What follows belongs to an exercise in optimizing a design on an open flow for small area and a short achievable clock period; a production flow would make more cautious choices. Where RTL was checked, it was by simulation tests only, not by an equivalence proof against the original. Power figures rest on the tool's default switching activity, not on a simulated workload.

==> inputs of v6 <==
// sobel_filter
module sobel_filter #(
    parameter int PIXEL_WIDTH = 8,
    parameter int IMAGE_WIDTH = 64
) (
    input  logic                   clk,
    input  logic                   rst_n,
    input  logic [PIXEL_WIDTH-1:0] pixel_in,
    input  logic                   valid_in,
    output logic [PIXEL_WIDTH-1:0] edge_out,
    output logic                   valid_out
);
  conv3x3 #(
      .PIXEL_WIDTH(PIXEL_WIDTH),
      .IMAGE_WIDTH(IMAGE_WIDTH)
  ) u_core (
      .clk      (clk),
      .rst_n    (rst_n),
      .pixel_in (pixel_in),
      .valid_in (valid_in),
      .edge_out (edge_out),
      .valid_out(valid_out)
  );
endmodule
==> module conv3x3, before the edit <==
module conv3x3 #(
    parameter int PIXEL_WIDTH = 8,
    parameter int IMAGE_WIDTH = 64
) (
    input  logic                   clk,
    input  logic                   rst_n,
    input  logic [PIXEL_WIDTH-1:0] pixel_in,
    input  logic                   valid_in,
    output logic [PIXEL_WIDTH-1:0] edge_out,
    output logic                   valid_out
);
  localparam int W = IMAGE_WIDTH;
  localparam int PW = PIXEL_WIDTH;
  localparam int DEPTH = 2 * W + 1;   
  localparam int CW = 6;   
  logic [PW-1:0] lb[DEPTH];
  always_ff @(posedge clk) begin
    if (valid_in) begin
      lb[0] <= pixel_in;
      for (int i = 1; i < DEPTH; i++) lb[i] <= lb[i-1];
    end
  end
  logic [CW-1:0] col;
  logic [1:0] line;
  logic warm;
  always_ff @(posedge clk or negedge rst_n) begin
    if (!rst_n) begin
      col  <= '0;
      line <= '0;
      warm <= 1'b0;
    end else if (valid_in) begin
      col <= col + 1'b1;
      if (&col && !line[1]) line <= line + 1'b1;
      if (line[1] && col == CW'(2)) warm <= 1'b1;
    end
  end
  assign valid_out = valid_in & warm;
  logic n1, n0;
  assign n1 = ~&col;
  assign n0 = n1 & (col != '0);
  logic signed [10:0] bx, ay;   
  logic signed [10:0] bx_nxt, ayq, ay_nxt;
  sobel_bx u_bx (
      .w12(lb[W-2]),
      .w02(lb[2*W-2]),
      .w00(lb[2*W]),
      .w10(lb[W]),
      .w20(lb[0]),
      .n0 (n0),
      .bx (bx_nxt)
  );
  sobel_ayq u_ayq (
      .w01(lb[2*W-1]),
      .w02(lb[2*W-2]),
      .w20(lb[0]),
      .w00(lb[2*W]),
      .n1 (n1),
      .n0 (n0),
      .ayq(ayq)
  );
  assign ay_nxt = ayq + (n1 ? {2'b00, pixel_in, 1'b0} : 11'sd0);
  always_ff @(posedge clk) begin
    if (valid_in) begin
      bx <= bx_nxt;
      ay <= ay_nxt;
    end
  end
  logic signed [10:0] z;
  logic [6:0] zm1, ua;
  logic usat;
  sobel_zu u_zu (
      .bx  (bx),
      .ay  (ay),
      .z   (z),
      .zm1 (zm1),
      .ua  (ua),
      .usat(usat)
  );
  logic [PW-1:0] edge_nxt;
  sobel_mag u_mag (
      .p       (pixel_in),
      .z       (z),
      .zm1     (zm1),
      .bx      (bx),
      .ay      (ay),
      .ua      (ua),
      .usat    (usat),
      .edge_nxt(edge_nxt)
  );
  always_ff @(posedge clk) begin
    if (valid_in) edge_out <= edge_nxt;
  end
endmodule
==> module sobel_bx, before the edit <==
module sobel_bx (
    input  logic        [7:0] w12,
    input  logic        [7:0] w02,
    input  logic        [7:0] w00,
    input  logic        [7:0] w10,
    input  logic        [7:0] w20,
    input  logic              n0,
    output logic signed [10:0] bx
);
  logic signed [10:0] s0;
  assign s0 = n0 ? 11'(w00) + 11'(2 * w10) + 11'(w20) : 11'sd0;
  assign bx = 11'(2 * w12) + 11'(w02) - s0;
endmodule
==> module sobel_ayq, before the edit <==
module sobel_ayq (
    input  logic        [7:0] w01,
    input  logic        [7:0] w02,
    input  logic        [7:0] w20,
    input  logic        [7:0] w00,
    input  logic              n1,
    input  logic              n0,
    output logic signed [10:0] ayq
);
  logic signed [10:0] t1, d0;
  assign t1  = n1 ? 11'(2 * w01) : 11'sd0;
  assign d0  = n0 ? 11'(w20) - 11'(w00) : 11'sd0;
  assign ayq = d0 - t1 - 11'(w02);
endmodule
==> module sobel_zu, before the edit <==
module sobel_zu (
    input  logic signed [10:0] bx,
    input  logic signed [10:0] ay,
    output logic signed [10:0] z,
    output logic        [6:0] zm1,
    output logic        [6:0] ua,
    output logic              usat
);
  logic signed [11:0] s, d;
  logic signed [10:0] u;
  assign s = 12'(bx) + 12'(ay);
  assign d = 12'(bx) - 12'(ay);
  assign z = s[11:1];
  assign u = d[11:1];
  assign zm1 = 7'(z[6:0] - 7'd1);
  assign ua = u[10] ? 7'(-u) : u[6:0];
  assign usat = (u >= 11'sd128) || (u <= -11'sd128);
endmodule
==> module sobel_mag, before the edit <==
module sobel_mag (
    input  logic        [7:0] p,
    input  logic signed [10:0] z,
    input  logic        [6:0] zm1,
    input  logic signed [10:0] bx,
    input  logic signed [10:0] ay,
    input  logic        [6:0] ua,
    input  logic              usat,
    output logic        [7:0] edge_nxt
);
  logic signed [11:0] v, gx, gy;
  logic [6:0] vm1;
  assign v   = 12'(p) + 12'(z);
  assign vm1 = p[6:0] + zm1;   
  assign gx  = 12'(p) + 12'(bx);
  assign gy  = 12'(p) + 12'(ay);
  logic sx, sy, sat;
  logic [6:0] half;
  assign sx   = gx[11];
  assign sy   = gy[11];
  assign sat  = usat || (v >= 12'sd128) || (v <= -12'sd128);
  assign half = (sx == sy) ? (sx ? ~vm1 : v[6:0]) : ua;
  assign edge_nxt = sat ? 8'd255 : {half, 1'b0};
endmodule
export LEC_CHECK = 0
export CAP_MARGIN = 20
export CORE_MARGIN = 2
export CORE_UTILIZATION = 60
export CTS_BUF_LIST = sky130_fd_sc_hd__clkbuf_8
export CTS_CLUSTER_DIAMETER = 60
export CTS_CLUSTER_SIZE = 16
export PLACE_DENSITY = 0.7
export SLEW_MARGIN = 20
export SYNTH_HIERARCHICAL = 1
export SYNTH_MINIMUM_KEEP_SIZE = 0
create_clock -name core_clock -period 12.0 [get_ports {clk}]
standard.sh (not shown) runs the stock make flow with config.mk's settings and CLKGATE_MAP_FILE= SYNTH_SCRIPT=/design/flow/synth_recipe.tcl, a recipe that flattens the netlist after the stock synthesis.
==> flow/flow/run.sh <==
#!/bin/bash
set -euo pipefail
bash standard.sh SETUP_SLACK_MARGIN=7 finish > standard_flow.log 2>&1
==> inputs of v34, as changes to v6 <==
==> flow/design.v (replaced) <==
`timescale 1ns / 1ps
module conv3x3 #(
    parameter int PIXEL_WIDTH = 8,
    parameter int IMAGE_WIDTH = 64
) (
    input  logic                   clk,
    input  logic                   rst_n,
    input  logic [PIXEL_WIDTH-1:0] pixel_in,
    input  logic                   valid_in,
    output logic [PIXEL_WIDTH-1:0] edge_out,
    output logic                   valid_out
);
  localparam int W = IMAGE_WIDTH;
  localparam int PW = PIXEL_WIDTH;
  localparam int DEPTH = 2 * W + 2;   
  localparam int CW = 6;   
  logic [PW-1:0] lb[DEPTH];
  always_ff @(posedge clk) begin
    if (valid_in) begin
      lb[0] <= pixel_in;
      for (int i = 1; i < DEPTH; i++) lb[i] <= lb[i-1];
    end
  end
  logic [CW-1:0] col;
  logic [1:0] line;
  logic warm;
  always_ff @(posedge clk or negedge rst_n) begin
    if (!rst_n) begin
      col  <= '0;
      line <= '0;
      warm <= 1'b0;
    end else if (valid_in) begin
      col <= col + 1'b1;
      if (&col && !line[1]) line <= line + 1'b1;
      if (line[1] && col == CW'(2)) warm <= 1'b1;
    end
  end
  assign valid_out = valid_in & warm;
  logic m1, m0;   
  assign m1 = (col != '0);
  assign m0 = (col[CW-1:1] != '0);
  logic signed [11:0] w02, w12, w21, w01, w20, w10, w00;
  assign w12 = 12'(lb[W-1]);
  assign w02 = 12'(lb[2*W-1]);
  assign w21 = m1 ? 12'(lb[0]) : '0;
  assign w01 = m1 ? 12'(lb[2*W]) : '0;
  assign w20 = m0 ? 12'(lb[1]) : '0;
  assign w10 = m0 ? 12'(lb[W+1]) : '0;
  assign w00 = m0 ? 12'(lb[2*W+1]) : '0;
  logic signed [11:0] bx, ay, z, u, nu, k;
  assign bx = 2 * w12 + w02 - w00 - 2 * w10 - w20;
  assign ay = 2 * w21 - 2 * w01 - w02 + w20 - w00;
  assign z  = w12 - w00 - w10 + w21 - w01;
  assign u  = w12 + w02 - w10 - w20 - w21 + w01;
  assign nu = w10 + w20 + w21 - w01 - w12 - w02;   
  assign k  = 12'sd1 + w00 + w10 - w21 + w01 - w12;   
  logic usat;
  assign usat = (u >= 12'sd128) || (u <= -12'sd128);
  logic signed [11:0] p, v, gx, gy;
  logic [6:0] nv;
  assign p  = 12'(pixel_in);
  assign v  = p + z;
  assign nv = 7'(~pixel_in) + k[6:0];   
  assign gx = p + bx;
  assign gy = p + ay;
  logic sx, sy, sat;
  logic [6:0] half;
  assign sx  = gx[11];
  assign sy  = gy[11];
  assign sat = usat || (v >= 12'sd128) || (v <= -12'sd128);
  assign half = (sx == sy) ? (sx ? nv : v[6:0]) : (sx ? nu[6:0] : u[6:0]);
  always_ff @(posedge clk) begin
    if (valid_in) edge_out <= sat ? 8'd255 : {half, 1'b0};
  end
endmodule
`timescale 1ns / 1ps
module sobel_filter #(
    parameter int PIXEL_WIDTH = 8,
    parameter int IMAGE_WIDTH = 64
) (
    input  logic                   clk,
    input  logic                   rst_n,
    input  logic [PIXEL_WIDTH-1:0] pixel_in,
    input  logic                   valid_in,
    output logic [PIXEL_WIDTH-1:0] edge_out,
    output logic                   valid_out
);
  conv3x3 #(
      .PIXEL_WIDTH(PIXEL_WIDTH),
      .IMAGE_WIDTH(IMAGE_WIDTH)
  ) u_core (
      .clk      (clk),
      .rst_n    (rst_n),
      .pixel_in (pixel_in),
      .valid_in (valid_in),
      .edge_out (edge_out),
      .valid_out(valid_out)
  );
endmodule
==> flow/run.sh (new file) <==
#!/bin/bash
# synth_recipe.tcl (not shown) runs the flow's synth.tcl, then flattens the netlist and writes it again
# the make line also repeats each setting of config.mk as NAME=value (left out here)
make -C /OpenROAD-flow-scripts/flow DESIGN_CONFIG=/design/flow/config.mk WORK_HOME=/design/flow/orfs CLKGATE_MAP_FILE= SYNTH_SCRIPT=/design/flow/synth_recipe.tcl finish
==> flow/config.mk (replaced) <==
export PLATFORM = sky130hd
export DESIGN_NAME = sobel_filter
export DESIGN_NICKNAME = sobel_filter
export VERILOG_FILES = /design/flow/design.v
export SDC_FILE = /design/flow/constraint.sdc
export NUM_CORES = 4
export LEC_CHECK = 0
export CAP_MARGIN = 20
export CORE_MARGIN = 2
export CORE_UTILIZATION = 40
export SLEW_MARGIN = 20
removed: flow/flow/run.sh
removed: flow/standard.sh
==> comparison table <==
Worst slack, placed: v34 4.573 ns; v6 6.020 ns
Global-route met2 utilization: v34 0.1644; v6 0.2208
Final Critical Period: v34 7.331 ns; v6 5.182 ns
Cell area power density: v34 261.0 nW/µm²; v6 223.2 nW/µm²
Post-route total power: v34 0.01147 W; v6 0.008955 W
Sequential fraction of total cell area: v34 0.7209; v6 0.8005
Clk power: v34 0.00294 W; v6 0.00165 W
Highest metal used: v34 met5; v6 met4
Chip height: v34 316.1 µm; v6 254.0 µm
Largest register FFs: v34 1,040; v6 1,032
Fraction of area in multi-input gates: v34 0.1452; v6 0.1252
Psw: v34 0.003718 W; v6 0.002791 W
Origin of the worst min-delay path: v34 u_core.lb[126][7]; v6 u_core.lb[50][4]
Proportion of synthesized flip-flops having asynchronous set or reset: v34 0.008515; v6 0.008403
Headroom to the max-slew limit: v34 0.3115; v6 0.2673
Outcome: v34 no timing/DRC/antenna violations; v6 no timing/DRC/antenna violations
Met3 layer usage reported by global route: v34 0.02453; v6 0.03042
Launching element type of the critical path: v34 register; v6 input pin
No functional check of the RTL was part of v34.

==> separate check: timing with driven ports <==
The flow's constraints put no driver on any port. The routed layouts listed below were extracted and timed again, unchanged, in two steps.
Step 1 sets driving cells, clkbuf_16 on the clock port and buf_2 on the other inputs (assumed; they add their load-dependent delay and slew).
Step 2 also shifts input and output timing later by t, the mid clock arrival at the registers, as if the neighbouring blocks saw the same clock.
a / b / c = no drivers / after step 1 / after step 2; a / b = the first two.
run | t, ns | slack for setup (ns) | pins driven straight from the clock port
v6 | 0.720 | 6.818 / 6.606 / 6.327 | 1
v34 | 0.690 | 4.669 / 4.669 / 4.501 | 1
After both steps setup and hold are still met in every run listed. For v6, which loses most, drivers alone change the setup slack by -0.212 ns; drivers and shift together by -0.491 ns.
